This design comes from an exercise in tuning for small area, a short achievable clock period and few clock cycles on the open sky130 flow, not from production work. At most, simulation tests tie the RTL to the original design; equivalence was not proved. No functional check of the RTL was part of runs 5 to 9. In every run shown here, the design's own scripts or RTL, not TritonCTS, make the clock network. The clock port is modelled as an ideal driver, which makes a skipped or thinned clock tree look cheaper than it is; a real chip needs a root buffer or a tree. Power is estimated from default activity; no workload was simulated.

## design/flow/constraint.sdc

```tcl
create_clock -name core_clock -period 14.0 [get_ports {clk}]
set_input_delay 2.8000 -clock core_clock [delete_from_list [all_inputs] [get_ports {clk}]]
set_output_delay 2.8000 -clock core_clock [all_outputs]
set_load 0.01 [all_outputs]
```

## design/flow/config.mk

```make
export PLATFORM = sky130hd
export DESIGN_NAME = AEC
export DESIGN_NICKNAME = AEC
export VERILOG_FILES = /design/flow/design.v
export SDC_FILE = /design/flow/constraint.sdc
export NUM_CORES = 4
export LEC_CHECK = 0
export ABC_AREA = 1
export CAP_MARGIN = 20
export CORE_MARGIN = 2
export CORE_UTILIZATION = 50
export SLEW_MARGIN = 20
```

## design/flow/flow/pre_cts.tcl

```tcl
# Clock distribution for this small design: the clock port drives four
# clkbuf_16, one per quadrant of the clock sinks, each placed at the centre
# of its sinks and driving them directly.  TritonCTS builds a deeper tree
# (nine buffers in two levels) for the same sinks; here the CTS step's own
# clock_tree_synthesis call is turned into a no-op that only propagates the
# clock, and the rest of the step (legalisation, timing repair) runs as usual.
proc my_split_clock { } {
  set block [ord::get_db_block]
  set clknet [[$block findBTerm clk] getNet]
  set master [[ord::get_db] findMaster sky130_fd_sc_hd__clkbuf_16]
  set sinks {}
  foreach it [$clknet getITerms] {
    set loc [[$it getInst] getLocation]
    lappend sinks [list [lindex $loc 0] [lindex $loc 1] $it]
  }
  set sinks [lsort -integer -index 0 $sinks]
  set half [expr {([llength $sinks] + 1) / 2}]
  set groups {}
  foreach part [list [lrange $sinks 0 [expr {$half - 1}]] [lrange $sinks $half end]] {
    set part [lsort -integer -index 1 $part]
    set h [expr {([llength $part] + 1) / 2}]
    lappend groups [lrange $part 0 [expr {$h - 1}]] [lrange $part $h end]
  }
  set g 0
  foreach grp $groups {
    if { [llength $grp] == 0 } { continue }
    set buf [odb::dbInst_create $block $master clkbuf_q$g]
    set net [odb::dbNet_create $block clknet_q$g]
    $net setSigType CLOCK
    set sx 0
    set sy 0
    foreach s $grp {
      set it [lindex $s 2]
      incr sx [lindex $s 0]
      incr sy [lindex $s 1]
      $it disconnect
      $it connect $net
    }
    [$buf findITerm A] connect $clknet
    [$buf findITerm X] connect $net
    $buf setLocation [expr {$sx / [llength $grp]}] [expr {$sy / [llength $grp]}]
    $buf setPlacementStatus PLACED
    puts "clock buffer clkbuf_q$g drives [llength $grp] sinks"
    incr g
  }
}

my_split_clock
rename clock_tree_synthesis my_unused_clock_tree_synthesis
proc clock_tree_synthesis { args } {
  set_propagated_clock [all_clocks]
  puts "clock_tree_synthesis skipped: the clock tree was built in PRE_CTS_TCL"
}
```

## design/flow/flow/run.sh

```bash
#!/bin/bash
# Runs the standard ORFS layout (standard.sh) with the extra make
# settings listed one per line in flow/make_args, and flow/pre_cts.tcl as
# the CTS step's PRE_CTS_TCL hook (it builds the clock tree itself).
# make's output goes to standard_flow.log; each ORFS step also writes its
# own log under orfs/logs/.
set -euo pipefail
mapfile -t extra < flow/make_args
bash standard.sh "${extra[@]}" "PRE_CTS_TCL=$PWD/flow/pre_cts.tcl" finish > standard_flow.log 2>&1
```

## design/flow/design.v

```verilog
module AEC(clk, rst, ascii_in, ready, valid, result);
input clk;
input rst;
input ready;
input [7:0] ascii_in;
output valid;
output [6:0] result;
reg valid_r;            
reg k_dig, k_pm, k_mul, k_lp, k_rp;    
reg [3:0] xv;           
wire active = k_dig | k_pm | k_mul | k_lp | k_rp;
wire inexpr = ready | active;
wire [7:0] a = ascii_in;
wire is_eq  = a[4] & a[3] & a[2];              
wire is_dig = a[6] | (a[4] & ~(a[3] & a[2]));  
wire is_op  = ~a[6] & ~a[4];                   
wire [2:0] a_inc = a[2:0] + 3'd1;
always @(posedge clk) begin
	if (rst) begin
		valid_r <= 1'b0;
		k_dig   <= 1'b0;
		k_pm    <= 1'b0;
		k_mul   <= 1'b0;
		k_lp    <= 1'b0;
		k_rp    <= 1'b0;
	end else begin
		valid_r <= inexpr & is_eq;
		k_dig   <= inexpr & is_dig;
		k_pm    <= inexpr & is_op & a[0] & (a[1] | a[2]);  
		k_mul   <= inexpr & is_op & ~a[0] & a[1];           
		k_lp    <= inexpr & is_op & ~a[0] & ~a[1];          
		k_rp    <= inexpr & is_op & a[0] & ~a[2] & ~a[1];   
	end
	xv <= a[6] ? {1'b1, a_inc} :
	      is_op ? {1'b0, a[2], 2'b00} :
	      a[3:0];
end
reg [6:0] A, B, K;
reg [13:0] E0, E1;        
reg [6:0] E2;             
reg [5:0] F;              
reg po;                   
wire [6:0] S_o = {7{k_rp & F[0]}} & E0[13:7];
wire [6:0] r0 = {7{xv[0]}} & B;
wire [6:0] r1 = {7{xv[1]}} & {B[5:0], 1'b0};
wire [6:0] r2 = {7{xv[2]}} & {B[4:0], 2'b0};
wire [6:0] r3 = ({7{xv[3]}} & {B[3:0], 3'b0}) | S_o | ({7{k_mul}} & ~B);
wire [6:0] s1 = r0 ^ r1 ^ r2;
wire [6:0] c1 = (r0 & r1) | (r0 & r2) | (r1 & r2);
wire [6:0] t1 = {c1[5:0], 1'b0};
wire [6:0] s2 = s1 ^ t1 ^ r3;
wire [6:0] c2 = (s1 & t1) | (s1 & r3) | (t1 & r3);
wire [6:0] t2 = {c2[5:0], k_mul};
wire [6:0] s3 = s2 ^ t2 ^ A;
wire [6:0] c3 = (s2 & t2) | (s2 & A) | (t2 & A);
wire [6:0] P = s2 + t2;
wire [6:0] Q = s3 + {c3[5:0], 1'b0};
wire [6:0] K_o = F[0] ? E0[6:0] : K;
wire [6:0] negK = ~K + 7'd1;
always @(posedge clk) begin
	if (~active) begin
		A <= 7'd0;
		B <= 7'd1;
		K <= 7'd1;
		F <= 6'd0;
	end else begin
		if (k_dig) begin
			A <= Q;
			B <= P;
		end else if (k_mul) begin
			A <= Q;
		end else if (k_pm) begin
			B <= xv[2] ? negK : K;
		end else if (k_lp) begin
			A <= 7'd0;
			K <= B;
		end else if (k_rp) begin
			A <= Q;
			B <= A;
			K <= K_o;
		end
		if (k_lp)
			F <= {F[4:0], po};
		else if (k_rp)
			F <= {1'b0, F[5:1]};
	end
	po <= k_mul | k_pm;
	if (k_lp & po) begin
		E0 <= {A, K};
		E1 <= E0;
		E2 <= E1[13:7];
	end else if (k_rp & F[0]) begin
		E0 <= E1;
		E1 <= {E2, 7'd1};
	end
end
assign valid  = valid_r;
assign result = A;
endmodule
```

## design/flow/flow/make_args

```
SETUP_SLACK_MARGIN=10.5
BUFFER_PORTS_ARGS=-buffer_cell sky130_fd_sc_hd__buf_1
```

## design/flow/standard.sh

```bash
#!/bin/bash
# synth_recipe.tcl (not shown) runs the flow's synth.tcl, then flattens the netlist and writes it again
# the make line also repeats each setting of config.mk as NAME=value (left out here)
make -C /OpenROAD-flow-scripts/flow DESIGN_CONFIG=/design/flow/config.mk WORK_HOME=/design/flow/orfs CLKGATE_MAP_FILE= SYNTH_SCRIPT=/design/flow/synth_recipe.tcl "${@:-finish}"
```

==> flow_summary.ini, run 1 <==
[status]
outcome = complete, no violations

[worst_setup_path]
crit_slowest_cell = dfxtp_1
ff2ff_path_depth = 18
crit_family = flip-flops
cp.arrival_ns = 0.67
critPathRequiredTime_ns = 11.20
reg2reg_to = A[6]
r2r_setup_slack_ns = 10.63
cp-start-kind = flop
rr_startpoint = B[2]
end_kind = primary output
crit_fanout = 4
path_buf_inv = 1
crit_type = reg2out
cpPeakStageDelay_ns = 0.38
crit_chain = buf_2

[synthesis]
synth_compound_area_share_pct = 15.3
yosys.area.top_type = edfxtp_1
syn_area_per_cell_um2 = 8.23
synth_warnings = 1
synth_top_area_share_pct = 24.2
synthXorXnorAreaFrac_pct = 0.605
synthAdderAreaFrac_pct = 12.0
yosysSeqAreaShare_pct = 41.7
ys_ff_latch = 73
yosysUniqueCellTypes = 42
synth_mux_area_share_pct = 0
yosys.area_share.simple_pct = 19.8
syn_area_um2 = 4340
syn-instance-count = 528
synth_top_family_by_area = simple AND/OR/NAND/NOR gates
synthTopCellsByArea = edfxtp_1, dfxtp_1, nand2_1, inv_1, fa_1
syn-num-nets = 571

[placed_design]
hpwl_um = 7220
place.gp.congestion = 0.905
port_buffers = 16
post-place-ws_ns = 10.29

[timing]
setup-tns-final_ns = 0
setup_viol = 0
grt_setup_unrepaired = true
drv_slew = 0
slew_headroom_pct = 64.7
hold_viol_final = 0
fin_skew_ns = 0.00889
post-route-min-period_ns = 3.47
fmax_ghz = 0.288
hold_ws_ns = 0.468
fin_crit_sh_pct = 24.8
setup_ws_ns = 10.53
tightest_slew_ns = 0.530

[power_and_ir_drop]
leakage_nw = 2.13
peakVddDrop_uv = 50.8
powerDensity_nw_per_um2 = 86.2

[floorplanning]
die_area_um2 = 9450
initial_utilization_pct = 52.3
placementRows = 33
die_x_um = 97.2
fp.dieH_um = 97.2
io_pins = 19
coreArea_um2 = 8300

[global_routing]
overflow = 0
grt_pass1_wl_um = 15900
grt_use_total_pct = 20.2
grt_start_max_net_pins = 48
grt_pass1_vias = 3056
antenna_found_initial = 0

[min_path]
hold_class = reg2reg
hold_start = E1[11]
whs_path_depth = 0
min_to = E2[4]

[detailed_routing]
drtAntennaViolNets = 0
num_vias = 3442
drtPass1Iterations = 5
drt_iter0_markers = 222
drt_wl_total_um = 9650
wire_per_inst_um = 14.9
avgViaCountPerCell = 5.33
drc = 0

[clock_network]
cts.clk_slew.worst_paths_ns = 0.08
clkLatencyLatePin_ns = 0.15
holdBufCountCts = 0

[layout]
fin_nets = 586
final_cell_mix = nand2_1, inv_1, o21ai_0
drive_above_1_share_pct = 12.0
n_antenna_cell = 0
final_common_cell = nand2_1
syn_to_final_growth_pct = 7.55

[job]
maxCapViolCount = 0
-- area by class of cell --
type / instances / area, um^2
Tap cell: 105 / 131
Inverter: 99 / 379
Multi-Input combinational cell: 342 / 2090
Sequential cell: 73 / 1850
Timing Repair Buffer: 23 / 121
Buffer: 4 / 100
Fill cell: 763 / 3630
-- power by group --
part           switching, mW  leakage [nW]  internal [mW]
Combinational         0.0417          1.54         0.0241
Sequential           0.00725         0.544          0.225
Clock                 0.0527        0.0493         0.0517
Total                  0.102          2.13          0.301
-- worst max-delay path by stage --
stage,start,to,slack (ns),depth (start not counted)
4_1_cts,B[1],A[6],10.50,18
2_1_floorplan,ascii_in[2],k_dig,10.64,3
5_1_grt,B[5],A[6],10.42,18
6_report,A[6],result[6],10.53,1
3_3_place_gp,xv[2],A[6],10.31,18
3_5_place_dp,xv[2],A[6],10.29,18
-- stage by stage --
| step | utilization, % | total power [mW] | cells | cell area, um^2 |
|---|---|---|---|---|
| after floorplan | - | 0.284 | 528 | 4340 |
| after global placement | 53.8 | 0.299 | 637 | 4470 |
| after detailed placement | 53.8 | 0.300 | 637 | 4470 |
| after CTS | 55.3 | 0.404 | 641 | 4590 |
| after global routing | 56.3 | 0.425 | 646 | 4670 |
| final | 56.3 | 0.403 | 646 | 4670 |
-- logic make-up after synthesis --
| kind of cell | Yosys count |
|---|---|
| compound gates | 107 |
| simple gates | 200 |
| buf+inv | 113 |
| flops | 73 |
| xor+xnor | 3 |
| fa+ha+maj | 32 |
-- layer usage --
metal  GRT usage (%)  part of all wire [%]  wire (um)
met5               0                     0          0
met2            33.1                    47       4540
met1            30.8                    49       4700
met3            1.22                   3.5        340
met4            1.41                  0.75         72
-- repair_timing --
action,CTS,global route
setup endpoints to repair,5,11
buffers inserted,0,5
gates resized for setup,17,15
pin swaps,0,4
cloned,0,0
-- synth_stat cells, drive strengths merged --
cell type,n
xor2,3
nand2,141
a21oi,28
nor4,2
nor2,26
clkbuf,3
dfxtp,38
fa,16
o31ai,1
a22o,1
a31oi,10
nand3,25
o211ai,5
nand4,3
o221ai,1
a2111oi,1
o21ai,49
o2111ai,1
nor3,2
o21bai,1
o22ai,7
buf,11
inv,99
ha,16
or2,1
a22oi,2
edfxtp,35
-- sequential cells by signal (all words and copies together), names as in the netlist, 4 cells and up --
register / cells
A: 7
xv: 4
B: 7
E0: 14
F: 6
E2: 7
K: 7
E1: 14
Testbench counts, summed over its fixed seeds: cycles 27,544.
==> run 2, diff against run 1 <==
--- a/design/flow/config.mk
+++ b/design/flow/config.mk
@@ -5,7 +5,6 @@
 export SDC_FILE = /design/flow/constraint.sdc
 export NUM_CORES = 4
 export LEC_CHECK = 0
-export ABC_AREA = 1
 export CAP_MARGIN = 20
 export CORE_MARGIN = 2
 export CORE_UTILIZATION = 50
==> run 2 against run 1 <==
  * Die area fell by 6.5%
  * Highest routed layer unchanged
  * Combinational power is 9.9% higher
  * Critical path type unchanged
  * Worst hold slack worse by 0.011 ns
  * Design area down 4.3%
  * Maximum frequency up 0.39%
  * Still clean
  * Critical path depth stayed put
  * Power increased by 2.5%
  * Setup slack better by 0.013 ns
==> flow_summary.ini, run 2 <==
[status]
outcome = complete, no violations

[floorplanning]
die_x_um = 94.0
initial_utilization_pct = 52.1
die_area_um2 = 8830
io_pins = 19
placementRows = 32
coreArea_um2 = 7770
fp.dieH_um = 94.0

[clock_network]
clkLatencyLatePin_ns = 0.15
holdBufCountCts = 0
cts.clk_slew.worst_paths_ns = 0.08

[power_and_ir_drop]
peakVddDrop_uv = 81.6
powerDensity_nw_per_um2 = 92.4
power.total_mw = 0.413
leakage_nw = 1.64

[worst_setup_path]
r2r_setup_slack_ns = 10.64
path_buf_inv = 1
cp.arrival_ns = 0.66
critPathRequiredTime_ns = 11.20
end_kind = primary output
cp-start-kind = flop
crit_fanout = 4
reg2reg_to = A[6]
rr_startpoint = B[0]
cpPeakStageDelay_ns = 0.38
crit_family = flip-flops
crit_slowest_cell = dfxtp_4
crit_type = reg2out
crit_chain = clkbuf_2
ff2ff_path_depth = 14
crit_cells = 1

[layout]
multi_input_area_um2 = 2080
n_antenna_cell = 0
syn_to_final_growth_pct = 10.4
reg_top3 = E0 x14, E1 x14
regArea_um2 = 1850
final_cell_mix = nand2_1, edfxtp_1, nor2_1
drive_above_1_share_pct = 16.6
design_area_um2 = 4470
final_common_cell = nand2_1
fin_nets = 461
fillCellCount = 679

[detailed_routing]
wire_per_inst_um = 16.2
drc = 0
avgViaCountPerCell = 5.39
drtPass1Iterations = 4
drtAntennaViolNets = 0
drt_wl_total_um = 8410
num_vias = 2794
drt_iter0_markers = 107

[synthesis]
ys_ff_latch = 73
syn_area_um2 = 4050
ys_async_sr_fraction_pct = 0
synthTopCellsByArea = edfxtp_1, dfxtp_1, fa_1, ha_1, mux2_2
yosysSeqAreaShare_pct = 44.8
yosysUniqueCellTypes = 41
yosys.area_share.simple_pct = 12.5
yosys.area.top_type = edfxtp_1
synth_top_family_by_area = adder cells
synthMostInstantiatedCell = nand2_1
synth_top_area_share_pct = 26.0
yosys-top-cells-count = nand2_1, dfxtp_1, edfxtp_1, nor2_1, inv_1
synth_mux_area_share_pct = 7.36
ys.flop_type = dfxtp_1
synth_warnings = 1
synthXorXnorAreaFrac_pct = 4.89
syn-instance-count = 399
syn_area_per_cell_um2 = 10.1
synth_enable_flop_cells = 35
synth_compound_area_share_pct = 12.5
syn-num-nets = 442
synthAdderAreaFrac_pct = 12.9

[placed_design]
post-place-ws_ns = 10.16
hpwl_um = 6300
post_dp_cell_area_um2 = 4200
place.gp.congestion = 0.793
port_buffers = 16

[timing]
setup_ws_ns = 10.54
hold_viol_final = 0
post-route-min-period_ns = 3.46
grt_setup_unrepaired = true
fin_crit_sh_pct = 24.7
setup_viol = 0
setup-tns-final_ns = 0
fmax_ghz = 0.289
fin_skew_ns = 0.00973
slew_headroom_pct = 51.7
drv_slew = 0
tightest_slew_ns = 0.719

[global_routing]
globalRouteMet2Util_pct = 36.5
grt_use_total_pct = 20.1
grt_start_max_net_pins = 32
grt_pass1_vias = 2746
grt_pass1_wl_um = 14100
overflow = 0
grt.busiest_layer = met2
met3_usage_pct = 1.77
use_met1_pct = 26.7
antenna_found_initial = 0

[min_path]
hold_class = reg2reg
min_to = E2[6]
whs_path_depth = 0
hold_start = E1[13]

[job]
maxCapViolCount = 0
[run 2: per-stage QoR]
step | util [%] | hold WS (ns) | instances
CTS | 56.1 | 0.458 | 511
floorplan | - | 0.420 | 399
global route | 57.5 | 0.479 | 518
finish | 57.5 | 0.458 | 518
global placement | 54.1 | 0.429 | 504
detailed placement | 54.1 | 0.436 | 504
[run 2: kinds of logic after synthesis]
kind of cell	count (synthesis)
muxes	28
xor gates and xnor gates	21
and+or+nand+nor	111
adders and majority gates	32
AOI/OAI and AO/OA	82
DFF	73
buffers and inverters	52
[run 2: how the worst max path moves through the flow]
stage / startpoint / to / slack, ns
2_1_floorplan: ascii_in[6] / k_lp / 10.55
3_3_place_gp: B[2] / A[6] / 10.20
3_5_place_dp: B[2] / A[6] / 10.16
4_1_cts: xv[0] / A[6] / 10.47
5_1_grt: B[3] / A[6] / 10.47
6_report: A[5] / result[5] / 10.54
[run 2: final cells by class]
class	count	share of cell area (%)
multi-input combinational	274	46.5
sequential	73	41.5
timing repair buffer	31	4.06
inverter	34	2.86
tap	102	2.86
buffer	4	2.24
[run 2: timing repair]
item | CTS | global route
setup buffers | 3 | 7
endpoints found under the setup margin | 8 | 10
cloned | 0 | 0
resized for setup | 23 | 18
pin swaps | 1 | 8
[run 2: where the power goes]
| part | total, mW | internal (mW) | switching [mW] |
|---|---|---|---|
| logic | 0.0723 | 0.0317 | 0.0405 |
| registers | 0.236 | 0.228 | 0.00829 |
| clock network | 0.104 | 0.0517 | 0.0527 |
| total | 0.413 | 0.311 | 0.102 |
[run 2: routing by layer]
layer	part of all wire, %	routed length (um)
met2	51	4310
met4	0.76	64
met5	0	0
met1	45	3760
met3	3.3	274
==> run 3, diff against run 2 <==
==> design/flow/flow/make_args (replaced) <==
SETUP_SLACK_MARGIN=10.45
BUFFER_PORTS_ARGS=-buffer_cell sky130_fd_sc_hd__buf_1
==> run 3 against run 2 <==
  * Maximum frequency decreased by 1.9%
  * Setup slack got worse by 0.065 ns
  * Largest cell class unchanged
  * Still clean on timing, DRC and antenna
  * Cell count down 0.58%
  * Combinational power is 7.7% lower
  * Critical endpoint is now result[6]
  * Highest routed layer unchanged
  * Area after synthesis stayed put
  * Register-to-register slack lost 0.05 ns
  * Utilization shrank 0.60 points
  * Via count grew 0.82%
  * First-iteration DRC count increased by 31%
  * Clock skew grew 0.0015 ns
  * Sequential power about the same
==> flow_summary.ini, run 3 <==
[status]
outcome = complete, no violations

[clock_network]
clkLatencyLatePin_ns = 0.15
holdBufCountCts = 0
cts.clk_slew.worst_paths_ns = 0.08

[placed_design]
placed_cells = 504
post-place-ws_ns = 10.13
post_dp_cell_area_um2 = 4200
port_buffers = 16
hpwl_um = 6340
place.gp.congestion = 0.788

[layout]
fin_nets = 458
design_area_um2 = 4420
n_antenna_cell = 0
final_cells = 515
final_cell_mix = nand2_1, edfxtp_1, nor2_1
drive_above_1_share_pct = 13.6
final_common_cell = nand2_1
fillCellCount = 698
syn_to_final_growth_pct = 9.28
post-route-util_pct = 56.9
reg_top3 = E0 x14, E1 x14

[floorplanning]
placementRows = 32
fp.dieH_um = 94.0
die_area_um2 = 8830
die_x_um = 94.0
io_pins = 19
initial_utilization_pct = 52.1
coreArea_um2 = 7770

[timing]
drv_slew = 0
grt_setup_unrepaired = true
setup_viol = 0
post-route-min-period_ns = 3.52
hold_ws_ns = 0.459
fin_crit_sh_pct = 25.2
slew_headroom_pct = 52.8
hold_viol_final = 0
fmax_ghz = 0.284
setup-tns-final_ns = 0
tightest_slew_ns = 0.702
fin_skew_ns = 0.0112
setup_ws_ns = 10.48

[power_and_ir_drop]
peakVddDrop_uv = 84.9
powerDensity_nw_per_um2 = 92.7
power.total_mw = 0.410
leakage_nw = 1.60

[synthesis]
syn_area_um2 = 4050
synth_enable_flop_cells = 35
ys_ff_latch = 73
syn-instance-count = 399
yosys-top-cells-count = nand2_1, dfxtp_1, edfxtp_1, nor2_1, inv_1
ys_async_sr_fraction_pct = 0
syn_area_per_cell_um2 = 10.1
synth_top_area_share_pct = 26.0
synth_warnings = 1
syn-num-nets = 442
yosysSeqAreaShare_pct = 44.8
yosys.area.top_type = edfxtp_1
yosysUniqueCellTypes = 41
synthMostInstantiatedCell = nand2_1
synthTopCellsByArea = edfxtp_1, dfxtp_1, fa_1, ha_1, mux2_2
ys.flop_type = dfxtp_1

[worst_setup_path]
cp-start-kind = flop
critPathRequiredTime_ns = 11.20
crit_fanout = 3
cpPeakStageDelay_ns = 0.40
end_kind = primary output
crit_family = flip-flops
crit_type = reg2out
crit_slowest_cell = dfxtp_1
cp.arrival_ns = 0.72
crit_chain = buf_1
path_buf_inv = 1

[global_routing]
grt_pass1_wl_um = 14200
grt_pass1_vias = 2777
overflow = 0
grt_start_max_net_pins = 32
grt_use_total_pct = 20.4
antenna_found_initial = 0

[detailed_routing]
drtAntennaViolNets = 0
drt_wl_total_um = 8610
wire_per_inst_um = 16.7
num_vias = 2817
drc = 0
avgViaCountPerCell = 5.47
drtPass1Iterations = 4
drt_iter0_markers = 140

[job]
maxCapViolCount = 0

[min_path]
hold_class = reg2reg
run 3: cell counts after synthesis:
Identical to the previous run, type by type.
run 3: timing repair:
action | CTS | global route
gates resized for setup | 15 | 16
buffers inserted | 1 | 6
pin swaps | 1 | 7
gates cloned | 0 | 0
setup endpoints to repair | 4 | 6
run 3: where the power goes:
group	switching, mW	leakage [nW]	internal [mW]
Clock	0.0534	0.0493	0.0518
Sequential	0.0105	0.529	0.228
Combinational	0.0379	1.02	0.0288
Total	0.102	1.60	0.308
run 3: cell families (layout without fill, tap and decap cells):
kind of cell	after synthesis	in the layout	synth area share, %
buffers and inverters	52	66	5.07
multiplexers	28	28	7.36
adder cells (fa/ha/maj)	32	32	12.9
AND/OR/NAND/NOR	111	111	12.5
AO/OA/AOI/OAI	82	82	12.5
XOR/XNOR	21	21	4.89
flip-flops	73	73	44.8
run 3: per-layer routing:
metal / vias to the layer above / global-route usage, % / share of wire, %
li1: 1400 / - / -
met1: 1377 / 27.9 / 47
met2: 33 / 36.1 / 50
met3: 7 / 1.93 / 2.7
met4: 0 / 2.54 / 0.93
met5: - / 0 / 0
run 3: layout make-up:
class / instances / area [um^2] / area share, %
multi-input cells: 274 / 2060 / 46.7
flip-flops and latches: 73 / 1850 / 41.9
repair buffers: 28 / 153 / 3.45
inverters: 34 / 128 / 2.89
well taps: 102 / 128 / 2.89
plain buffers: 4 / 100 / 2.26
run 3: worst paths after layout:
| path | startpoint | end | slack, ns | depth (start not counted) |
|---|---|---|---|---|
| hold / removal | E1[13] | E2[6] | 0.46 | 0 |
| setup reg to reg | B[4] | A[6] | 10.59 | 13 |
| hold reg to reg | E1[13] | E2[6] | 0.46 | 0 |
| setup / recovery | A[6] | result[6] | 10.48 | 1 |
==> run 4, diff against run 3 <==
==> design/flow/flow/make_args (replaced) <==
SETUP_SLACK_MARGIN=10.5
BUFFER_PORTS_ARGS=-buffer_cell sky130_fd_sc_hd__buf_1
==> design/flow/config.mk (replaced) <==
export PLATFORM = sky130hd
export DESIGN_NAME = AEC
export DESIGN_NICKNAME = AEC
export VERILOG_FILES = /design/flow/design.v
export SDC_FILE = /design/flow/constraint.sdc
export NUM_CORES = 4
export LEC_CHECK = 0
export CAP_MARGIN = 0
export CORE_MARGIN = 2
export CORE_UTILIZATION = 50
export SLEW_MARGIN = 0
==> run 4 against run 3 <==
  * Still clean
  * Power grew 0.70%
  * Synthesized cell count is the same
  * Combinational power grew 8.4%
  * Critical path depth is the same
  * Clock power is essentially flat
  * Worst hold slack lost 0.0018 ns
  * Register-to-register slack gained 0.05 ns
  * Flip-flop and latch count is the same
  * Global-route usage shrank 0.28 points
  * Critical endpoint is now result[5]
  * Highest routed layer unchanged
==> flow_summary.ini, run 4 <==
[layout]
n_antenna_cell = 0
syn_to_final_growth_pct = 10.2
drive_above_1_share_pct = 16.6
final_cells = 518
reg_top3 = E0 x14, E1 x14
design_area_um2 = 4460
post-route-util_pct = 57.4
final_cell_mix = nand2_1, edfxtp_1, nor2_1
fin_nets = 461
final_common_cell = nand2_1

[timing]
drv_slew = 0
slew_headroom_pct = 24.1
setup_viol = 0
hold_viol_final = 0
grt_setup_unrepaired = true
post-route-min-period_ns = 3.46
tightest_slew_ns = 1.13
fin_crit_sh_pct = 24.7
fmax_ghz = 0.289
setup-tns-final_ns = 0
hold_ws_ns = 0.458
setup_ws_ns = 10.54
fin_skew_ns = 0.00978

[synthesis]
yosys.area_share.simple_pct = 12.5
ys_async_sr_fraction_pct = 0
synth_top_area_share_pct = 26.0
synth_compound_area_share_pct = 12.5
yosysSeqAreaShare_pct = 44.8
ys.flop_type = dfxtp_1
synth_enable_flop_cells = 35
synthMostInstantiatedCell = nand2_1
synth_mux_area_share_pct = 7.36
synth_warnings = 1
yosys.area.top_type = edfxtp_1
synth_top_family_by_area = adder cells
synthAdderAreaFrac_pct = 12.9
synthTopCellsByArea = edfxtp_1, dfxtp_1, fa_1, ha_1, mux2_2
syn_area_per_cell_um2 = 10.1
syn_area_um2 = 4050
yosysUniqueCellTypes = 41
yosys-top-cells-count = nand2_1, dfxtp_1, edfxtp_1, nor2_1, inv_1
synthXorXnorAreaFrac_pct = 4.89
syn-num-nets = 442
ys_ff_latch = 73
syn-instance-count = 399

[worst_setup_path]
rr_startpoint = B[3]
end_kind = primary output
cp-start-kind = flop
cpPeakStageDelay_ns = 0.38
crit_cells = 1
crit_family = flip-flops
worstSetupStartpoint = A[5]
cp.arrival_ns = 0.66
ff2ff_path_depth = 13
crit_type = reg2out
critPathRequiredTime_ns = 11.20
crit_fanout = 4
path_buf_inv = 1
r2r_setup_slack_ns = 10.64
crit_slowest_cell = dfxtp_4
reg2reg_to = A[6]
crit_chain = clkbuf_2

[global_routing]
grt_pass1_vias = 2746
grt_pass1_wl_um = 14100
grt_use_total_pct = 20.1
antenna_found_initial = 0
grt_start_max_net_pins = 32
overflow = 0

[floorplanning]
io_pins = 19
fp.dieH_um = 94.0
die_area_um2 = 8830
coreArea_um2 = 7770
die_x_um = 94.0
placementRows = 32
initial_utilization_pct = 52.1

[placed_design]
hpwl_um = 6300
post-place-ws_ns = 10.16
post_dp_cell_area_um2 = 4200
placed_cells = 504
port_buffers = 16
place.gp.congestion = 0.793

[detailed_routing]
num_vias = 2817
drtPass1Iterations = 4
drt_wl_total_um = 8410
wire_per_inst_um = 16.2
drtAntennaViolNets = 0
drc = 0
avgViaCountPerCell = 5.44
drt_iter0_markers = 98

[power_and_ir_drop]
peakVddDrop_uv = 81.4
power.total_mw = 0.413
leakage_nw = 1.64
powerDensity_nw_per_um2 = 92.6

[status]
outcome = complete, no violations

[min_path]
whs_path_depth = 0
hold_start = E1[13]
hold_class = reg2reg
min_to = E2[6]

[clock_network]
clkLatencyLatePin_ns = 0.15
cts.clk_slew.worst_paths_ns = 0.08
holdBufCountCts = 0

[job]
maxCapViolCount = 0
-- run 4: cell counts after synthesis --
No cell type changed its count.
-- run 4: layout make-up --
cell class,instances,area (um^2)
fill,680,3310
multi-input combinational,274,2070
sequential,73,1850
timing repair buffer,31,181
inverter,34,128
tap,102,128
buffer,4,100
-- run 4: report_power, final --
| group | internal, mW | leakage (nW) | switching, mW |
|---|---|---|---|
| registers | 0.228 | 0.530 | 0.00823 |
| clock network | 0.0517 | 0.0493 | 0.0528 |
| logic | 0.0317 | 1.06 | 0.0406 |
| total | 0.311 | 1.64 | 0.102 |
-- run 4: cells by family after synthesis --
| logic type | count (synthesis) |
|---|---|
| xor+xnor | 21 |
| simple gates | 111 |
| mux | 28 |
| fa+ha+maj | 32 |
| flops | 73 |
| compound gates | 82 |
| buf+inv | 52 |
-- run 4: repair_timing --
| item | in CTS | in global routing |
|---|---|---|
| pin swaps | 1 | 8 |
| endpoints found under the hold margin | 0 | 0 |
| endpoints found under the setup margin | 8 | 10 |
| gates resized for setup | 23 | 18 |
| buffers inserted | 3 | 7 |
-- run 4: worst max-delay path by stage --
stage,endpoint,slack [ns]
after global placement,A[6],10.20
after global routing,A[6],10.47
final,result[5],10.54
after detailed placement,A[6],10.16
after floorplan,k_lp,10.55
after CTS,A[6],10.47
-- run 4: metal layers --
| metal | up-vias | GRT usage, % | share of wire, % |
|---|---|---|---|
| met4 | 0 | 2.54 | 1.5 |
| met2 | 33 | 36.5 | 51 |
| li1 | 1408 | - | - |
| met5 | - | 0 | 0 |
| met3 | 8 | 1.77 | 3.1 |
| met1 | 1368 | 26.7 | 45 |
-- run 4: worst reg2reg max path: stages (launching register included) --
cell	delay, ns
dfxtp_2	0.44
nand2_1	0.10
fa_1	0.49
inv_1	0.06
fa_1	0.56
inv_1	0.06
fa_1	0.51
inv_1	0.05
ha_1	0.31
a21oi_1	0.20
o21ai_2	0.10
xnor2_2	0.15
a21oi_1	0.15
o22ai_1	0.08
==> run 5, diff against run 4 <==
--- a/design/flow/design.v
+++ b/design/flow/design.v
@@ -32,7 +32,7 @@
 		k_rp    <= inexpr & is_op & a[0] & ~a[2] & ~a[1];   
 	end
 	xv <= a[6] ? {1'b1, a_inc} :
-	      is_op ? {1'b0, a[2], 2'b00} :
+	      is_op ? {a[2], 3'b000} :
 	      a[3:0];
 end
 reg [6:0] A, B, K;
@@ -44,19 +44,21 @@
 wire [6:0] r0 = {7{xv[0]}} & B;
 wire [6:0] r1 = {7{xv[1]}} & {B[5:0], 1'b0};
 wire [6:0] r2 = {7{xv[2]}} & {B[4:0], 2'b0};
-wire [6:0] r3 = ({7{xv[3]}} & {B[3:0], 3'b0}) | S_o | ({7{k_mul}} & ~B);
+wire sub = k_pm & xv[3];
+wire cin = k_mul | sub;
+wire [6:0] r3 = ({7{xv[3] & ~k_pm}} & {B[3:0], 3'b0}) | S_o | ({7{k_mul}} & ~B) |
+                ({7{k_pm}} & (K ^ {7{sub}}));
 wire [6:0] s1 = r0 ^ r1 ^ r2;
 wire [6:0] c1 = (r0 & r1) | (r0 & r2) | (r1 & r2);
 wire [6:0] t1 = {c1[5:0], 1'b0};
 wire [6:0] s2 = s1 ^ t1 ^ r3;
 wire [6:0] c2 = (s1 & t1) | (s1 & r3) | (t1 & r3);
-wire [6:0] t2 = {c2[5:0], k_mul};
+wire [6:0] t2 = {c2[5:0], cin};
 wire [6:0] s3 = s2 ^ t2 ^ A;
 wire [6:0] c3 = (s2 & t2) | (s2 & A) | (t2 & A);
 wire [6:0] P = s2 + t2;
 wire [6:0] Q = s3 + {c3[5:0], 1'b0};
 wire [6:0] K_o = F[0] ? E0[6:0] : K;
-wire [6:0] negK = ~K + 7'd1;
 always @(posedge clk) begin
 	if (~active) begin
 		A <= 7'd0;
@@ -70,7 +72,7 @@
 		end else if (k_mul) begin
 			A <= Q;
 		end else if (k_pm) begin
-			B <= xv[2] ? negK : K;
+			B <= P;
 		end else if (k_lp) begin
 			A <= 7'd0;
 			K <= B;
==> design/flow/config.mk (replaced) <==
export PLATFORM = sky130hd
export DESIGN_NAME = AEC
export DESIGN_NICKNAME = AEC
export VERILOG_FILES = /design/flow/design.v
export SDC_FILE = /design/flow/constraint.sdc
export NUM_CORES = 4
export LEC_CHECK = 0
export CAP_MARGIN = 20
export CORE_MARGIN = 2
export CORE_UTILIZATION = 50
export SLEW_MARGIN = 20
==> run 5 against run 4 <==
  * Still clean on timing, DRC and antenna
  * Utilization grew 0.14 points
  * Die area fell by 0.56%
  * Sequential share of layout area grew 0.12 points
  * Clock power hardly changed
  * Power is 3.4% lower
  * First-iteration DRC count up 76%
  * Via count fell by 1.4%
  * Register-to-register slack worse by 0.12 ns
  * Maximum frequency is 0.51% lower
  * Setup slack got worse by 0.018 ns
  * Area after synthesis shrank 0.59%
  * Critical endpoint is now result[6]
  * Largest power group unchanged
==> flow_summary.ini, run 5 <==
[worst_setup_path]
crit_cells = 1
rr_startpoint = xv[1]
ff2ff_path_depth = 13
worstSetupStartpoint = A[6]
crit_slowest_cell = dfxtp_4
end_kind = primary output
path_buf_inv = 1
cp-start-kind = flop
r2r_setup_slack_ns = 10.52
critPathRequiredTime_ns = 11.20
cpPeakStageDelay_ns = 0.40
endpoint = result[6]
crit_chain = clkbuf_2
cp.arrival_ns = 0.68
reg2reg_to = A[6]
crit_family = flip-flops
crit_fanout = 5
crit_type = reg2out

[synthesis]
yosys-top-cells-count = nand2_1, dfxtp_1, edfxtp_1, nor2_1, inv_1
ys_ff_latch = 73
syn-instance-count = 386
synthTopCellsByArea = edfxtp_1, dfxtp_1, fa_1, mux2_2, ha_1
ys.flop_type = dfxtp_1
syn_area_per_cell_um2 = 10.4
syn_area_um2 = 4020
yosys.area.top_type = edfxtp_1
syn-num-nets = 428
synth_top_area_share_pct = 26.1
synthMostInstantiatedCell = nand2_1
ys_async_sr_fraction_pct = 0
yosysSeqAreaShare_pct = 45.0
yosysUniqueCellTypes = 39
synth_enable_flop_cells = 35
synth_warnings = 1

[global_routing]
grt_pass1_vias = 2660
met3_usage_pct = 1.36
grt_start_max_net_pins = 29
overflow = 0
grt.busiest_layer = met2
grt_use_total_pct = 19.9
antenna_found_initial = 0
globalRouteMet2Util_pct = 32.7
grt_pass1_wl_um = 13900
use_met1_pct = 29.2

[power_and_ir_drop]
switchingPower_mw = 0.0939
intPower_mw = 0.305
leakage_nw = 1.61
power.total_mw = 0.399
p_sw_share_pct = 23.5
p_seq_share_pct = 58.0
peakVddDrop_uv = 79.3
combinationalPowerShare_pct = 15.9
powerDensity_nw_per_um2 = 89.2
clockPowerShare_pct = 26.1

[clock_network]
clkLatencyLatePin_ns = 0.15
holdBufCountCts = 0
cts.clk_slew.worst_paths_ns = 0.07

[placed_design]
post_dp_cell_area_um2 = 4150
hpwl_um = 6030
place.gp.congestion = 0.790
port_buffers = 16
placed_cells = 488

[timing]
post-route-min-period_ns = 3.48
slew_headroom_pct = 43.8
tightest_slew_ns = 0.843
fin_skew_ns = 0.00953
hold_viol_final = 0
setup-tns-final_ns = 0
setup_viol = 0
fmax_ghz = 0.288
fin_crit_sh_pct = 24.8
grt_setup_unrepaired = true
drv_slew = 0

[floorplanning]
initial_utilization_pct = 51.8
die_x_um = 93.7
coreArea_um2 = 7770
placementRows = 32
die_area_um2 = 8780
io_pins = 19
fp.dieH_um = 93.7

[detailed_routing]
drt_wl_total_um = 8520
drtPass1Iterations = 4
num_vias = 2777
wire_per_inst_um = 16.9
drtAntennaViolNets = 0
drc = 0
drt_iter0_markers = 172
avgViaCountPerCell = 5.51

[layout]
reg_top3 = E0 x14, E1 x14
n_antenna_cell = 0
drive_above_1_share_pct = 20.1
fin_nets = 446
final_cell_mix = nand2_1, edfxtp_1, nor2_1
final_cells = 504
post-route-util_pct = 57.6
final_common_cell = nand2_1
design_area_um2 = 4470
syn_to_final_growth_pct = 11.1

[job]
maxCapViolCount = 0

[min_path]
hold_class = reg2reg

[status]
outcome = complete, no violations
==> run 5: cell count changes after synthesis, moves of 3 or more <==
cell	previous run	this run
nor3_1	2	7
a21oi_1	22	17
a22oi_1	0	9
nor2_1	35	29
xnor2_1	13	16
a211oi_1	17	11
nand2_1	42	39
mux2i_1	14	10
o211ai_1	4	1
clkbuf_1	13	17
nor2b_1	3	9
inv_1	34	26
mux2_2	14	19
==> run 5: worst min path at each step <==
stage,to,from,slack (ns),cells after the start
floorplan,E2[0],E1[7],0.42,0
global placement,E2[6],E1[13],0.42,0
detailed placement,E2[0],E1[7],0.44,0
CTS,E2[0],E1[7],0.45,0
global route,E2[6],E1[13],0.48,0
finish,E2[0],E1[7],0.45,0
==> run 5: area by class of cell <==
| type | instances | area (um^2) |
|---|---|---|
| Timing Repair Buffer | 31 | 181 |
| Fill cell | 700 | 3300 |
| Tap cell | 102 | 128 |
| Sequential cell | 73 | 1860 |
| Buffer | 4 | 100 |
| Inverter | 26 | 97.6 |
| Multi-Input combinational cell | 268 | 2100 |
==> run 5: power by group through the flow <==
stage | logic, mW | clock network, mW | registers, mW
after floorplan | 0.0433 | 0 | 0.234
after global placement | 0.0516 | 0 | 0.238
after detailed placement | 0.0535 | 0 | 0.238
after CTS | 0.0570 | 0.108 | 0.232
after global routing | 0.0718 | 0.116 | 0.232
final | 0.0635 | 0.104 | 0.231
==> run 5: timing repair <==
action                                  in CTS  in global routing
buffers inserted                             6                  6
pin swaps                                    7                 13
endpoints found under the setup margin       7                 13
resized for setup                           33                 18
==> run 5: logic make-up (layout without fill, tap and decap cells) <==
kind of cell             Yosys count  count (layout)  share of synthesized area (%)
multiplexers                      29              29                           7.81
adder cells (fa/ha/maj)           31              31                           12.6
XOR/XNOR                          23              23                           5.19
flip-flops                        73              73                           45.0
buffers and inverters             45              61                           4.57
AND/OR/NAND/NOR                  109             109                           12.6
AO/OA/AOI/OAI                     76              76                           12.2
==> run 5: layer usage <==
| metal | share of wire [%] | vias up |
|---|---|---|
| met1 | 46 | 1326 |
| met3 | 3.6 | 15 |
| met5 | 0 | - |
| met2 | 48 | 59 |
| met4 | 2.7 | 0 |
| li1 | - | 1377 |
==> run 5: worst reg2reg max path, delay by kind of cell (launching register included) <==
family	cells	cell delay, ns
buffers and inverters	2	0.10
xor gates and xnor gates	2	0.31
adders and majority gates	4	1.83
DFF	1	0.37
AOI/OAI and AO/OA	4	0.61
and+or+nand+nor	1	0.16
==> run 5: per-stage QoR <==
step	setup slack, ns	hold slack (ns)
2_1_floorplan	10.53	0.420
3_3_place_gp	10.29	0.422
3_5_place_dp	10.25	0.436
4_1_cts	10.48	0.454
5_1_grt	10.36	0.475
6_report	10.52	0.454
==> run 6, diff against run 5 <==
==> design/flow/flow/make_args (replaced) <==
SETUP_SLACK_MARGIN=10.4
BUFFER_PORTS_ARGS=-buffer_cell sky130_fd_sc_hd__buf_1
==> run 6 against run 5 <==
  * Flip-flop and latch count is the same
  * Setup slack lost 0.069 ns
  * Sequential power is essentially flat
  * Die area is the same
  * Design area shrank 2.2%
  * First-iteration DRC count is the same
  * Sequential share of layout area grew 0.70 points
  * Maximum frequency shrank 2.0%
  * Register-to-register slack is essentially flat
  * Clock power is essentially flat
  * Critical endpoint is now result[4]
  * Largest cell class unchanged
==> flow_summary.ini, run 6 <==
[synthesis]
yosysSeqAreaShare_pct = 45.0
synth_enable_flop_cells = 35
syn-num-nets = 428
syn_area_per_cell_um2 = 10.4
synth_top_area_share_pct = 26.1
yosys-top-cells-count = nand2_1, dfxtp_1, edfxtp_1, nor2_1, inv_1
syn-instance-count = 386
synth_warnings = 1
synthMostInstantiatedCell = nand2_1
ys_ff_latch = 73
ys_async_sr_fraction_pct = 0
ys.flop_type = dfxtp_1
syn_area_um2 = 4020
yosysUniqueCellTypes = 39
yosys.area.top_type = edfxtp_1
synthTopCellsByArea = edfxtp_1, dfxtp_1, fa_1, mux2_2, ha_1

[worst_setup_path]
end_kind = primary output
crit_fanout = 5
crit_cells = 1
path_buf_inv = 1
cp.arrival_ns = 0.75
critPathRequiredTime_ns = 11.20
ff2ff_path_depth = 13
crit_chain = buf_1
crit_family = flip-flops
rr_startpoint = xv[1]
endpoint = result[4]
cpPeakStageDelay_ns = 0.43
r2r_setup_slack_ns = 10.53
reg2reg_to = A[6]
cp-start-kind = flop
worstSetupStartpoint = A[4]
crit_slowest_cell = dfxtp_2
crit_type = reg2out

[layout]
post-route-util_pct = 56.3
fin_nets = 438
n_antenna_cell = 0
final_cell_mix = nand2_1, edfxtp_1, nor2_1
drive_above_1_share_pct = 15.7
design_area_um2 = 4370
final_cells = 496
syn_to_final_growth_pct = 8.65
final_common_cell = nand2_1
reg_top3 = E0 x14, E1 x14

[job]
maxCapViolCount = 0

[placed_design]
post_dp_cell_area_um2 = 4150
placed_cells = 488
post-place-ws_ns = 10.25
hpwl_um = 6030
port_buffers = 16
place.gp.congestion = 0.790

[detailed_routing]
drtPass1Iterations = 7
drt_iter0_markers = 172
num_vias = 2785
avgViaCountPerCell = 5.61
wire_per_inst_um = 17.1
drt_wl_total_um = 8470
drc = 0
drtAntennaViolNets = 0

[timing]
setup_viol = 0
hold_ws_ns = 0.453
fin_skew_ns = 0.00985
fin_crit_sh_pct = 25.3
fmax_ghz = 0.282
hold_viol_final = 0
drv_slew = 0
post-route-min-period_ns = 3.55
slew_headroom_pct = 42.6
setup-tns-final_ns = 0
tightest_slew_ns = 0.862
setup_ws_ns = 10.45
grt_setup_unrepaired = true

[floorplanning]
die_area_um2 = 8780
fp.dieH_um = 93.7
coreArea_um2 = 7770
io_pins = 19
die_x_um = 93.7
placementRows = 32
initial_utilization_pct = 51.8

[global_routing]
overflow = 0
grt_pass1_vias = 2623
grt_use_total_pct = 19.8
grt_pass1_wl_um = 13800
grt_start_max_net_pins = 29
antenna_found_initial = 0

[power_and_ir_drop]
leakage_nw = 1.54
peakVddDrop_uv = 79.8
power.total_mw = 0.395
powerDensity_nw_per_um2 = 90.5

[min_path]
hold_class = reg2reg

[clock_network]
holdBufCountCts = 0
clkLatencyLatePin_ns = 0.15
cts.clk_slew.worst_paths_ns = 0.08

[status]
outcome = complete, no violations
## run 6: area by class of cell
cell class	count	area (um^2)
fillers	696	3400
multi-input cells	268	2080
flip-flops and latches	73	1850
well taps	102	128
repair buffers	23	113
plain buffers	4	100
inverters	26	97.6
## run 6: how the worst min path moves through the flow
stage / end / startpoint / cells after the start
final: E2[0] / E1[7] / 0
after detailed placement: E2[0] / E1[7] / 0
after CTS: E2[0] / E1[7] / 0
after floorplan: E2[0] / E1[7] / 0
after global routing: E2[6] / E1[13] / 0
after global placement: E2[6] / E1[13] / 0
## run 6: cells by family after synthesis
logic type,count (synthesis),synth area share (%)
AO/OA/AOI/OAI,76,12.2
multiplexers,29,7.81
adder cells (fa/ha/maj),31,12.6
AND/OR/NAND/NOR,109,12.6
flip-flops,73,45.0
buffers and inverters,45,4.57
XOR/XNOR,23,5.19
## run 6: per-layer routing
layer,track usage [%],share of wire (%),vias to the layer above,routed length (um)
met1,29.6,47,1355,3980
li1,-,-,1362,-
met4,3.99,2.6,0,219
met5,0,0,-,0
met3,1.36,3.2,13,275
met2,31.8,47,55,3990
## run 6: what timing repair did
item	4_1_cts	5_1_grt
gates cloned	0	0
pin swaps	0	7
endpoints found under the setup margin	6	4
hold endpoints to repair	0	0
resized for setup	8	27
buffers inserted	0	4
## run 6: power breakdown
part           total, mW  switching [mW]  internal [mW]
logic             0.0579          0.0331         0.0248
registers          0.233         0.00782          0.225
clock network      0.105          0.0529         0.0517
==> run 7, diff against run 6 <==
==> design/flow/flow/make_args (replaced) <==
SETUP_SLACK_MARGIN=10.45
BUFFER_PORTS_ARGS=-buffer_cell sky130_fd_sc_hd__buf_1
==> run 7 against run 6 <==
  * Sequential power about the same
  * Area after synthesis unchanged
  * Still clean on timing, DRC and antenna
  * Synthesized cell count unchanged
  * Worst hold slack about the same
  * Flip-flop and latch count unchanged
  * Highest routed layer unchanged
  * Sequential share of layout area about the same
  * Register-to-register slack about the same
  * Clock skew about the same
  * Global-route usage about the same
==> flow_summary.ini, run 7 <==
[timing]
fmax_ghz = 0.284
grt_setup_unrepaired = true
setup_viol = 0
fin_crit_sh_pct = 25.2
drv_slew = 0
setup_ws_ns = 10.47
hold_viol_final = 0
setup-tns-final_ns = 0
slew_headroom_pct = 45.3
fin_skew_ns = 0.00937
tightest_slew_ns = 0.821
post-route-min-period_ns = 3.53

[power_and_ir_drop]
leakage_nw = 1.55
p_seq_share_pct = 58.9
peakVddDrop_uv = 79.3
intPower_mw = 0.301
clockPowerShare_pct = 26.4
switchingPower_mw = 0.0933
p_sw_share_pct = 23.6
combinationalPowerShare_pct = 14.7
power.total_mw = 0.395
powerDensity_nw_per_um2 = 89.9

[worst_setup_path]
crit_type = reg2out
crit_fanout = 5
path_buf_inv = 1
cpPeakStageDelay_ns = 0.41
crit_family = flip-flops
crit_chain = buf_1
crit_slowest_cell = dfxtp_2
cp.arrival_ns = 0.73
critPathRequiredTime_ns = 11.20
end_kind = primary output
cp-start-kind = flop

[floorplanning]
io_pins = 19
die_area_um2 = 8780
die_x_um = 93.7
coreArea_um2 = 7770
initial_utilization_pct = 51.8
placementRows = 32
fp.dieH_um = 93.7

[status]
outcome = complete, no violations

[detailed_routing]
avgViaCountPerCell = 5.55
wire_per_inst_um = 17.1
drt_iter0_markers = 170
drt_wl_total_um = 8460
num_vias = 2755
drtPass1Iterations = 4
drc = 0
drtAntennaViolNets = 0

[placed_design]
port_buffers = 16
place.gp.congestion = 0.790
post-place-ws_ns = 10.25
hpwl_um = 6030

[global_routing]
overflow = 0
grt_use_total_pct = 19.8
grt_pass1_vias = 2631
antenna_found_initial = 0
grt_start_max_net_pins = 29
grt_pass1_wl_um = 13800

[clock_network]
clkLatencyLatePin_ns = 0.15
cts.clk_slew.worst_paths_ns = 0.07

[synthesis]
ys_async_sr_fraction_pct = 0
syn-instance-count = 386
synthTopCellsByArea = edfxtp_1, dfxtp_1, fa_1, mux2_2, ha_1
syn_area_per_cell_um2 = 10.4
synth_top_area_share_pct = 26.1
yosys-top-cells-count = nand2_1, dfxtp_1, edfxtp_1, nor2_1, inv_1
yosysSeqAreaShare_pct = 45.0
yosys.area.top_type = edfxtp_1
syn_area_um2 = 4020
synth_enable_flop_cells = 35
yosysUniqueCellTypes = 39
synthMostInstantiatedCell = nand2_1
ys.flop_type = dfxtp_1
synth_warnings = 1
ys_ff_latch = 73
syn-num-nets = 428

[layout]
multi_input_area_um2 = 2090
reg_top3 = E0 x14, E1 x14
fin_nets = 438
fillCellCount = 697
final_cell_mix = nand2_1, edfxtp_1, nor2_1
drive_above_1_share_pct = 16.5
final_common_cell = nand2_1
regArea_um2 = 1860
syn_to_final_growth_pct = 9.14
post-route-util_pct = 56.5
n_antenna_cell = 0

[min_path]
hold_class = reg2reg

[job]
maxCapViolCount = 0
[run 7: layout make-up]
class	instances	share of cell area (%)
flip-flops and latches	73	42.3
plain buffers	4	2.28
repair buffers	23	2.59
inverters	26	2.22
well taps	102	2.91
multi-input cells	268	47.6
[run 7: logic make-up after synthesis]
logic type / Yosys count / synth area share (%)
compound gates: 76 / 12.2
xor+xnor: 23 / 5.19
fa+ha+maj: 31 / 12.6
buf+inv: 45 / 4.57
flops: 73 / 45.0
mux: 29 / 7.81
simple gates: 109 / 12.6
[run 7: routing by layer]
layer / share of wire [%] / wire length [um] / vias to the layer above / track usage (%)
met4: 2.6 / 219 / 0 / 3.99
met3: 3.2 / 267 / 13 / 1.36
met2: 47 / 3940 / 50 / 32.0
li1: - / - / 1362 / -
met1: 48 / 4040 / 1330 / 29.5
met5: 0 / 0 / - / 0
[run 7: worst reg2reg max path, delay by kind of cell (launching register included)]
kind / cells / cell delay (ns)
and+or+nand+nor: 1 / 0.16
adders and majority gates: 4 / 1.85
DFF: 1 / 0.37
AOI/OAI and AO/OA: 4 / 0.61
buffers and inverters: 2 / 0.12
xor gates and xnor gates: 2 / 0.28
[run 7: through the flow]
step | instance area [um^2] | instances | hold WS, ns
after floorplan | 4020 | 386 | 0.420
after global placement | 4150 | 488 | 0.422
after detailed placement | 4150 | 488 | 0.436
after CTS | 4260 | 492 | 0.454
after global routing | 4390 | 496 | 0.475
final | 4390 | 496 | 0.454
[run 7: path summary, 6_finish.rpt]
| kind | start | end | slack [ns] | depth (start not counted) |
|---|---|---|---|---|
| min | E1[7] | E2[0] | 0.45 | 0 |
| min reg2reg | E1[7] | E2[0] | 0.45 | 0 |
| max reg2reg | xv[1] | A[6] | 10.53 | 13 |
| max | A[6] | result[6] | 10.47 | 1 |
[run 7: power by group through the flow]
stage	combinational, mW	sequential (mW)	clock (mW)
after CTS	0.0540	0.233	0.108
final	0.0581	0.232	0.104
after global routing	0.0661	0.233	0.117
after global placement	0.0516	0.238	0
after floorplan	0.0433	0.234	0
after detailed placement	0.0535	0.238	0
[run 7: repair_timing]
item / in CTS / in global routing
hold buffers: 0 / 0
gates resized for setup: 9 / 32
cloned: 0 / 0
buffers inserted: 0 / 4
setup endpoints to repair: 6 / 10
pin swaps: 0 / 7
==> run 8, diff against run 7 <==
--- a/design/flow/config.mk
+++ b/design/flow/config.mk
@@ -8,4 +8,5 @@
 export CAP_MARGIN = 20
 export CORE_MARGIN = 2
 export CORE_UTILIZATION = 50
+export GPL_TIMING_DRIVEN = 0
 export SLEW_MARGIN = 20
==> run 8 against run 7 <==
  * Still clean
  * Sequential power about the same
  * Sequential share of layout area shrank 0.35 points
  * Worst hold slack worse by 0.0074 ns
  * Design area hardly changed
  * First-iteration DRC count rose by 19%
  * Area after synthesis is the same
  * Critical path type unchanged
==> flow_summary.ini, run 8 <==
[placed_design]
hpwl_um = 6280
port_buffers = 13
post_dp_cell_area_um2 = 4200
placed_cells = 501
place.gp.congestion = 0.791
post-place-ws_ns = 10.23

[worst_setup_path]
cp-start-kind = flop
critPathRequiredTime_ns = 11.20
r2r_setup_slack_ns = 10.48
cp.arrival_ns = 0.82
crit_cells = 1
crit_chain = buf_1
path_buf_inv = 1
crit_type = reg2out
end_kind = primary output
worstSetupStartpoint = A[6]
ff2ff_path_depth = 13
crit_fanout = 5
reg2reg_to = A[6]
rr_startpoint = B[0]
crit_slowest_cell = dfxtp_1
cpPeakStageDelay_ns = 0.49
crit_family = flip-flops

[detailed_routing]
drc = 0
drtAntennaViolNets = 0
avgViaCountPerCell = 5.56
drtPass1Iterations = 6
drt_iter0_markers = 202
num_vias = 2824
wire_per_inst_um = 16.7
drt_wl_total_um = 8500

[timing]
hold_ws_ns = 0.446
post-route-min-period_ns = 3.62
grt_setup_unrepaired = true
drv_slew = 0
fmax_ghz = 0.276
hold_viol_final = 0
tightest_slew_ns = 0.728
fin_skew_ns = 0.00589
setup-tns-final_ns = 0
fin_crit_sh_pct = 25.8
slew_headroom_pct = 51.1
setup_viol = 0
setup_ws_ns = 10.38

[clock_network]
cts.clk_slew.worst_paths_ns = 0.08
holdBufCountCts = 0
clkLatencyLatePin_ns = 0.14

[power_and_ir_drop]
peakVddDrop_uv = 71.3
power.total_mw = 0.395
powerDensity_nw_per_um2 = 90.0
leakage_nw = 1.56

[global_routing]
grt.busiest_layer = met2
grt_pass1_wl_um = 13800
grt_pass1_vias = 2667
met3_usage_pct = 0.722
grt_use_total_pct = 19.9
grt_start_max_net_pins = 29
globalRouteMet2Util_pct = 33.8
overflow = 0
antenna_found_initial = 0
use_met1_pct = 28.6

[layout]
syn_to_final_growth_pct = 9.18
n_antenna_cell = 0
final_cells = 508
drive_above_1_share_pct = 14.0
reg_top3 = E0 x14, E1 x14
final_cell_mix = nand2_1, edfxtp_1, nor2_1
post-route-util_pct = 56.5
fin_nets = 450
design_area_um2 = 4390
final_common_cell = nand2_1

[floorplanning]
die_x_um = 93.7
coreArea_um2 = 7770
fp.dieH_um = 93.7
initial_utilization_pct = 51.8
die_area_um2 = 8780
placementRows = 32
io_pins = 19

[synthesis]
ys_ff_latch = 73
syn-instance-count = 386
syn_area_um2 = 4020
yosys.area.top_type = edfxtp_1
synth_warnings = 1
synthMostInstantiatedCell = nand2_1
synth_top_area_share_pct = 26.1
syn_area_per_cell_um2 = 10.4
ys_async_sr_fraction_pct = 0
yosys-top-cells-count = nand2_1, dfxtp_1, edfxtp_1, nor2_1, inv_1
synth_enable_flop_cells = 35
yosysUniqueCellTypes = 39
yosysSeqAreaShare_pct = 45.0
syn-num-nets = 428
synthTopCellsByArea = edfxtp_1, dfxtp_1, fa_1, mux2_2, ha_1
ys.flop_type = dfxtp_1

[min_path]
hold_start = E1[11]
whs_path_depth = 0
hold_class = reg2reg
min_to = E2[4]

[status]
outcome = complete, no violations

[job]
maxCapViolCount = 0
[run 8: changes by cell type in the layout (fill, tap and decap cells not counted), sizes merged]
cell    before  now
clkbuf       5   22
buf         22   17
[run 8: layout make-up]
| cell class | instances | area [um^2] |
|---|---|---|
| Buffer | 23 | 190 |
| Fill cell | 705 | 3380 |
| Inverter | 26 | 97.6 |
| Multi-Input combinational cell | 268 | 2060 |
| Sequential cell | 73 | 1840 |
| Tap cell | 102 | 128 |
| Timing Repair Buffer | 16 | 73.8 |
[run 8: kinds of logic after synthesis]
group           after synthesis  synth area share [%]
compound gates               76                  12.2
xor+xnor                     23                  5.19
fa+ha+maj                    31                  12.6
buf+inv                      45                  4.57
flops                        73                  45.0
mux                          29                  7.81
simple gates                109                  12.6
[run 8: how the worst max path moves through the flow]
| stage | endpoint |
|---|---|
| final | result[6] |
| after global routing | A[6] |
| after CTS | A[6] |
| after detailed placement | A[6] |
| after global placement | A[6] |
| after floorplan | xv[3] |
[run 8: metal layers]
metal | up-vias | wire [um] | part of all wire (%)
met1 | 1373 | 3860 | 45
met2 | 54 | 4100 | 48
met3 | 15 | 311 | 3.7
met5 | - | 0 | 0
met4 | 0 | 225 | 2.6
li1 | 1382 | - | -
[run 8: timing repair]
item,4_1_cts,5_1_grt
resized for setup,12,22
pin swaps,1,9
setup buffers,0,3
setup endpoints to repair,7,7
[run 8: power breakdown]
group	leakage [nW]	internal (mW)	switching [mW]
Clock	0.0493	0.0517	0.0520
Combinational	0.981	0.0260	0.0344
Sequential	0.529	0.225	0.00652
Total	1.56	0.303	0.0929
==> run 9, diff against run 8 <==
--- a/design/flow/config.mk
+++ b/design/flow/config.mk
@@ -8,5 +8,5 @@
 export CAP_MARGIN = 20
 export CORE_MARGIN = 2
 export CORE_UTILIZATION = 50
-export GPL_TIMING_DRIVEN = 0
+export PLACE_DENSITY = 0.8
 export SLEW_MARGIN = 20
==> run 9 against run 8 <==
  * Utilization is 0.081 points higher
  * Maximum frequency is 0.79% higher
  * Sequential share of layout area is 0.14 points higher
  * Critical endpoint unchanged
  * Largest power group unchanged
  * Highest routed layer unchanged
==> flow_summary.ini, run 9 <==
[layout]
final_cell_mix = nand2_1, edfxtp_1, nor2_1
multi_input_area_um2 = 2080
final_common_cell = nand2_1
final_cells = 500
post-route-util_pct = 56.6
drive_above_1_share_pct = 16.3
reg_top3 = E0 x14, E1 x14
regArea_um2 = 1850
fin_nets = 442
syn_to_final_growth_pct = 9.33
n_antenna_cell = 0
fillCellCount = 672

[timing]
setup-tns-final_ns = 0
slew_headroom_pct = 42.4
fin_skew_ns = 0.00716
fin_crit_sh_pct = 25.6
post-route-min-period_ns = 3.59
fmax_ghz = 0.279
drv_slew = 0
setup_viol = 0
tightest_slew_ns = 0.858
hold_viol_final = 0
grt_setup_unrepaired = true

[worst_setup_path]
crit_chain = buf_1
path_buf_inv = 1
crit_family = flip-flops
critPathRequiredTime_ns = 11.20
end_kind = primary output
crit_type = reg2out
crit_fanout = 5
crit_slowest_cell = dfxtp_1
r2r_setup_slack_ns = 10.49
cp-start-kind = flop
cp.arrival_ns = 0.79
cpPeakStageDelay_ns = 0.46
ff2ff_path_depth = 12
reg2reg_to = A[6]
rr_startpoint = k_rp

[synthesis]
yosys-top-cells-count = nand2_1, dfxtp_1, edfxtp_1, nor2_1, inv_1
syn-num-nets = 428
ys_async_sr_fraction_pct = 0
yosysUniqueCellTypes = 39
synthMostInstantiatedCell = nand2_1
syn-instance-count = 386
syn_area_um2 = 4020
yosys.area.top_type = edfxtp_1
syn_area_per_cell_um2 = 10.4
synthTopCellsByArea = edfxtp_1, dfxtp_1, fa_1, mux2_2, ha_1
yosysSeqAreaShare_pct = 45.0
synth_enable_flop_cells = 35
synth_warnings = 1
synth_top_area_share_pct = 26.1
ys_ff_latch = 73
ys.flop_type = dfxtp_1

[global_routing]
grt_use_total_pct = 19.2
antenna_found_initial = 0
overflow = 0
grt_start_max_net_pins = 29
grt_pass1_vias = 2717
grt_pass1_wl_um = 13500

[placed_design]
placed_cells = 488
port_buffers = 16
place.gp.congestion = 0.829
hpwl_um = 6030

[detailed_routing]
drt_wl_total_um = 8440
highest_layer = met4
avgViaCountPerCell = 5.76
wire_per_inst_um = 16.9
drtPass1Iterations = 5
drt_iter0_markers = 242
dr_wl_met3_um = 407
drtAntennaViolNets = 0
wl_met2_um = 4180
drc = 0
num_vias = 2882
wirelength_met1_um = 3710

[floorplanning]
io_pins = 19
fp.dieH_um = 93.7
placementRows = 32
die_area_um2 = 8780
coreArea_um2 = 7770
initial_utilization_pct = 51.8
die_x_um = 93.7

[min_path]
whs_path_depth = 0
hold_class = reg2reg
hold_start = E1[13]
min_to = E2[6]

[power_and_ir_drop]
leakage_nw = 1.56
peakVddDrop_uv = 81.9
powerDensity_nw_per_um2 = 90.2

[clock_network]
holdBufCountCts = 0
cts.clk_slew.worst_paths_ns = 0.07
clkLatencyLatePin_ns = 0.14

[status]
outcome = complete, no violations

[job]
maxCapViolCount = 0
[run 9: timing repair]
item,in CTS,in global routing
gates cloned,0,0
pin swaps,1,10
gates resized for setup,11,25
buffers inserted,0,8
setup endpoints to repair,7,7
[run 9: worst max path at each step]
stage	slack, ns	start	end	cells past startpoint
floorplan	10.53	ascii_in[4]	xv[3]	3
global placement	10.30	B[2]	A[6]	13
detailed placement	10.27	B[2]	A[6]	13
CTS	10.39	xv[0]	A[6]	13
global route	10.38	xv[1]	A[6]	13
finish	10.41	A[6]	result[6]	1
[run 9: final cells by class]
cell class,instances,area share [%]
Inverter,26,2.22
Timing Repair Buffer,27,3.27
Buffer,4,2.28
Sequential cell,73,42.1
Multi-Input combinational cell,268,47.2
Tap cell,102,2.90
[run 9: cell families (layout without fill, tap and decap cells)]
group | Yosys count | in the layout | synth area share [%]
AND/OR/NAND/NOR | 109 | 109 | 12.6
XOR/XNOR | 23 | 23 | 5.19
flip-flops | 73 | 73 | 45.0
multiplexers | 29 | 29 | 7.81
buffers and inverters | 45 | 57 | 4.57
AO/OA/AOI/OAI | 76 | 76 | 12.2
adder cells (fa/ha/maj) | 31 | 31 | 12.6
[run 9: layer usage]
layer	GRT usage, %	vias to the layer above
met3	1.12	14
li1	-	1362
met4	3.86	0
met1	26.7	1415
met2	33.6	91
met5	0	-
[run 9: where the power goes]
part           total, mW  switching (mW)  internal [mW]
combinational     0.0613          0.0346         0.0267
sequential         0.232         0.00731          0.225
clock              0.103          0.0517         0.0517
[run 9: stage by stage]
step | hold slack, ns | worst slack, ns | instance area [um^2] | power (mW)
after global placement | 0.426 | 10.30 | 4150 | 0.289
after detailed placement | 0.443 | 10.27 | 4150 | 0.292
final | 0.453 | 10.41 | 4400 | 0.397
after floorplan | 0.420 | 10.53 | 4020 | 0.278
after CTS | 0.457 | 10.39 | 4270 | 0.392
after global routing | 0.478 | 10.38 | 4400 | 0.413

## port drivers added, routing unchanged
Ports are ideal in the flow. The routed layouts listed here were re-timed in OpenROAD.
Step 1 (the two cells are an assumption about what drives the block):
set clk [get_ports {clk}]
set_driving_cell -lib_cell sky130_fd_sc_hd__clkbuf_16 $clk
set_driving_cell -lib_cell sky130_fd_sc_hd__buf_2 [delete_from_list [all_inputs] $clk]
Step 2 also shifts input and output timing later by t, the mid clock arrival at the registers, as if the neighbouring blocks saw the same clock.
Slacks: no drivers / after step 1 / after step 2; pairs: no drivers / after step 1.
run | shift t [ns] | slack for setup (ns) | hold WS [ns] | worst setup path at the end | cell pins on the clock port's net
run 1 | 0.222 | 10.528 / 10.448 / 10.392 | 0.468 / 0.468 / 0.468 | input to register | 4
run 2 | 0.225 | 10.541 / 10.459 / 10.416 | 0.458 / 0.458 / 0.458 | input to register | 4
run 3 | 0.221 | 10.476 / 10.397 / 10.424 | 0.459 / 0.459 / 0.459 | input to register | 4
run 4 | 0.225 | 10.541 / 10.459 / 10.415 | 0.458 / 0.458 / 0.458 | input to register | 4
run 5 | 0.222 | 10.523 / 10.443 / 10.405 | 0.454 / 0.454 / 0.454 | input to register | 4
run 6 | 0.222 | 10.454 / 10.374 / 10.386 | 0.453 / 0.453 / 0.453 | input to register | 4
run 7 | 0.221 | 10.474 / 10.395 / 10.390 | 0.454 / 0.454 / 0.454 | input to register | 4
run 8 | 0.220 | 10.382 / 10.302 / 10.421 | 0.446 / 0.446 / 0.446 | input to register | 4
run 9 | 0.218 | 10.411 / 10.332 / 10.393 | 0.453 / 0.453 / 0.453 | input to register | 4
After both steps setup and hold are still met in every run listed. The setup slack of run 1, which loses most, moves by -0.080 ns with the drivers and by -0.136 ns with both steps.
